Source: an optimization exercise on an open RTL-to-GDS flow (aim: small area, a short achievable clock period and few clock cycles per item). Production flows keep margins and buffers that such runs may drop.
Only simulation tests tie the RTL to the original design; equivalence was not proved.
No activity file was given, so power comes from the tool's default toggle rates.

Setup of harbor:
==> flow/design.v (excerpt) <==
module ALU_top(
    input soc_clk,
    input reset,
    input [31:0] ALU_dat1,
    input [31:0] ALU_dat2,
    input [5:0] Instruction_from_CU,
    output ALU_overflow,
    output ALU_con_met,
    output ALU_zero,
    output ALU_err,
    output ALU_ready,
    output [31:0] ALU_out,
    output ALU_accept
);
export LEC_CHECK = 0
export ABC_AREA = 1
export CAP_MARGIN = 20
export CORE_MARGIN = 2
export CORE_UTILIZATION = 60
export SLEW_MARGIN = 20
create_clock -name core_clock -period 14.0 [get_ports {soc_clk}]
standard.sh (not shown) runs the stock make flow with config.mk's settings and CLKGATE_MAP_FILE= SYNTH_SCRIPT=/design/flow/synth_recipe.tcl, a recipe that flattens the netlist after the stock synthesis.
==> flow/flow/run.sh <==
#!/bin/bash
# Standard ORFS layout (the standard.sh), with plain buf_2 port buffers, a
# setup margin so that the repair steps size the logic for a shorter period,
# and clock tree synthesis without dummy balancing loads.
set -euo pipefail
bash standard.sh "BUFFER_PORTS_ARGS=-buffer_cell sky130_fd_sc_hd__buf_2" SETUP_SLACK_MARGIN=8.0 \
  "CTS_ARGS=-sink_clustering_enable -repair_clock_nets -dont_use_dummy_load" finish > standard.log 2>&1
Testbench counts of harbor, summed over its fixed seeds: cycles 24,000, items 12,000.
#### Input delta (violet over harbor)
==> flow/flow/run.sh <==
#!/bin/bash
# Standard ORFS layout (the standard.sh), with plain buf_2 port buffers, a
# setup margin so that the repair steps size the logic for a shorter period,
# and clock tree synthesis without dummy balancing loads.
set -euo pipefail
bash standard.sh "BUFFER_PORTS_ARGS=-buffer_cell sky130_fd_sc_hd__buf_2" SETUP_SLACK_MARGIN=8.15 RECOVER_POWER=100 \
  "CTS_ARGS=-sink_clustering_enable -repair_clock_nets -dont_use_dummy_load" finish > standard.log 2>&1
--- outcome ---
- End-of-flow core utilization was lower in violet than in harbor.
- Global-route wire length before repair essentially unchanged between harbor and violet.
- harbor → violet: post-route clock period utilization now sits higher; transition time of the tightest slew-check pin increased by 460 ps relative to the old numbers.
- As far as total power divided by cell area is concerned, harbor and violet perform about the same.
- Having completed the whole flow, violet delivered a layout that passed the timing, design-rule and antenna checks.
- Taking harbor as the reference point, the wire length of violet rises by 0.55%.
Here is what was changed in the inputs of xenon compared with violet.
Settings: a change of CORE_UTILIZATION from 60 to 40.
==> flow/flow/run.sh <==
#!/bin/bash
# Standard ORFS layout (the standard.sh), with plain buf_2 port buffers and a
# setup margin so that the repair steps size the logic for a shorter period.
set -euo pipefail
bash standard.sh "BUFFER_PORTS_ARGS=-buffer_cell sky130_fd_sc_hd__buf_2" SETUP_SLACK_MARGIN=8.5 finish > standard.log 2>&1
Results
Per the comparison of xenon with violet, minimum setup slack after placement up 78 ps; actual slew at the worst max-slew pin down 480 ps; total power up 73 uW; part of the total power dissipated in combinational logic down 2.3 points. Going from violet to xenon, post-layout instance count excluding filler cells grew by a few percent.
Edits applied to the flow inputs when going from xenon to tundra:
Settings: swapping 40 for 70 in CORE_UTILIZATION.
==> flow/flow/run.sh <==
#!/bin/bash
# Standard ORFS layout (the standard.sh), with plain buf_2 port buffers, a
# setup margin so that the repair steps size the logic for a shorter period,
# and clock tree synthesis without dummy balancing loads.
set -euo pipefail
bash standard.sh "BUFFER_PORTS_ARGS=-buffer_cell sky130_fd_sc_hd__buf_2" SETUP_SLACK_MARGIN=8.15 \
  "CTS_ARGS=-sink_clustering_enable -repair_clock_nets -dont_use_dummy_load" finish > standard.log 2>&1
## What came out
xenon -> tundra: number of fill cells in the layout decreased by more than half
As far as final setup violation count goes, xenon and tundra are indistinguishable; the numbers are identical.
Between xenon and tundra, the area overhead of the layout relative to synthesis is lower for tundra.
Routed wire length: lower on tundra

* * *

Starting RTL as in the previous note.
==> flow/config.mk <==
export PLATFORM = sky130hd
export DESIGN_NAME = ALU_top
export DESIGN_NICKNAME = ALU_top
export VERILOG_FILES = /design/flow/design.v
export SDC_FILE = /design/flow/constraint.sdc
export NUM_CORES = 4
export LEC_CHECK = 0
export ABC_AREA = 1
export CAP_MARGIN = 20
export CORE_MARGIN = 2
export CORE_UTILIZATION = 60
export SLEW_MARGIN = 20
==> flow/constraint.sdc <==
create_clock -name core_clock -period 14.0 [get_ports {soc_clk}]
set_input_delay 2.8000 -clock core_clock [delete_from_list [all_inputs] [get_ports {soc_clk}]]
set_output_delay 2.8000 -clock core_clock [all_outputs]
set_load 0.01 [all_outputs]
==> flow/flow/run.sh <==
#!/bin/bash
# Standard ORFS layout (the standard.sh), with plain buf_2 port buffers and a
# setup margin so that the repair steps size the logic for a shorter period.
set -euo pipefail
bash standard.sh "BUFFER_PORTS_ARGS=-buffer_cell sky130_fd_sc_hd__buf_2" SETUP_SLACK_MARGIN=7.0 finish > standard.log 2>&1
The first run finished clean.
Testbench counts at the start, summed over its fixed seeds: cycles 24,000, items 12,000.
Change:
==> flow/flow/run.sh (replaced) <==
#!/bin/bash
# The standard ORFS layout (standard.sh) with these changes:
# - plain buf_2 port buffers (every port is still buffered);
# - a setup margin so that the repair steps size the logic for a shorter period;
# - clock tree synthesis without dummy balancing loads;
# - power recovery on half the paths after global routing (downsizes gates
#   that have slack to spare).
# Synthesis is the standard one. The full make output goes to standard.log.
set -euo pipefail
bash standard.sh "BUFFER_PORTS_ARGS=-buffer_cell sky130_fd_sc_hd__buf_2" SETUP_SLACK_MARGIN=8.15 RECOVER_POWER=50 \
  "CTS_ARGS=-sink_clustering_enable -repair_clock_nets -dont_use_dummy_load" finish > standard.log 2>&1
Result: Setup slack gains 0.54 ns; critical path depth is higher by 4; final area goes up by about 0.6%; worst hold slack is about the same; register-to-register slack stays flat; clock power came out lower by about 28%; sequential share of layout area stays flat; wire length rose by about 1.5%; power went down by 4.6%.
Change:
==> flow/flow/run.sh (replaced) <==
#!/bin/bash
# Standard ORFS layout (the standard.sh), with plain buf_2 port buffers, a
# setup margin so that the repair steps size the logic for a shorter period,
# and clock tree synthesis without dummy balancing loads.
set -euo pipefail
bash standard.sh "BUFFER_PORTS_ARGS=-buffer_cell sky130_fd_sc_hd__buf_2" SETUP_SLACK_MARGIN=8.4 \
  "CTS_ARGS=-sink_clustering_enable -repair_clock_nets -dont_use_dummy_load" finish > standard.log 2>&1
What happened: Clock power barely changes. Worst setup slack loses 0.056 ns. Synthesized cell count does not change. Global-route usage rose by 0.73 points. Non-clock buffer count rose by 27.
Change:
==> flow/flow/run.sh (replaced) <==
#!/bin/bash
# Standard ORFS layout (the standard.sh), with plain buf_2 port buffers and a
# setup margin so that the repair steps size the logic for a shorter period.
set -euo pipefail
bash standard.sh "BUFFER_PORTS_ARGS=-buffer_cell sky130_fd_sc_hd__buf_2" SETUP_SLACK_MARGIN=8.0 finish > standard.log 2>&1
After rerunning: Setup slack loses 0.086 ns. Global-route usage drops by 0.80 points. Hold slack barely changes. Fmax drops by 1.5%.
Change:
- CORE_UTILIZATION: 60 -> 40
=>
- power is higher by 3.5%
- core utilization is lower by 22 points
- sequential share of layout area is lower by 0.20 points
Change:
==> flow/flow/run.sh (replaced) <==
#!/bin/bash
# Standard ORFS layout (the standard.sh), with plain buf_2 port buffers and a
# setup margin so that the repair steps size the logic for a shorter period.
set -euo pipefail
bash standard.sh "BUFFER_PORTS_ARGS=-buffer_cell sky130_fd_sc_hd__buf_2" SETUP_SLACK_MARGIN=7.5 finish > standard.log 2>&1
- CORE_UTILIZATION: 40 -> 60
What happened:
- worst setup slack degrades by 0.40 ns
- die area falls by about 32%
- synthesized cell count stays the same
- sequential share of layout area came out higher by 0.29 points
- clock power falls by about 10%
- combinational power falls by about 2%
- maximum frequency fell by about 6.6%
- cell area drops by 2.6%
- count of clock-buffer cells in the layout came out lower by 1
- utilization went up by 22 points

what the ideal ports hide:
Ports are ideal in the flow. The routed layouts listed here were re-timed in OpenROAD. Step 1 sets driving cells, clkbuf_16 on the clock port and buf_2 on the other inputs (assumed; they add their load-dependent delay and slew). Step 2 adds t to the input delays and takes it off the output delays; t is the mean of the earliest and latest rising clock arrival at the registers after step 1. Input paths then give back, and output paths get back, about the clock's delay inside the block. Slacks: ideal / step 1 / step 2; pairs: ideal / step 1.
run	shift t [ns]	setup slack, ns	pins driven straight from the clock port
harbor	0.316	8.276 / 8.286 / 7.970	1
violet	0.316	7.260 / 7.253 / 6.937	1
xenon	0.320	8.487 / 8.479 / 8.159	1
tundra	0.316	8.347 / 8.356 / 8.041	1
the first run of note 2	0.320	7.850 / 7.856 / 7.536	1
the second run of note 2	0.318	8.388 / 8.387 / 8.069	1
the third run of note 2	0.315	8.332 / 8.343 / 8.028	1
the fourth run of note 2	0.320	8.246 / 8.255 / 7.935	1
the fifth run of note 2	0.319	8.254 / 8.270 / 7.951	1
the sixth run of note 2	0.320	7.850 / 7.856 / 7.536	1
After both steps every run listed still meets setup and hold. For xenon, which loses most, drivers alone change the setup slack by -0.008 ns; drivers and shift together by -0.328 ns.
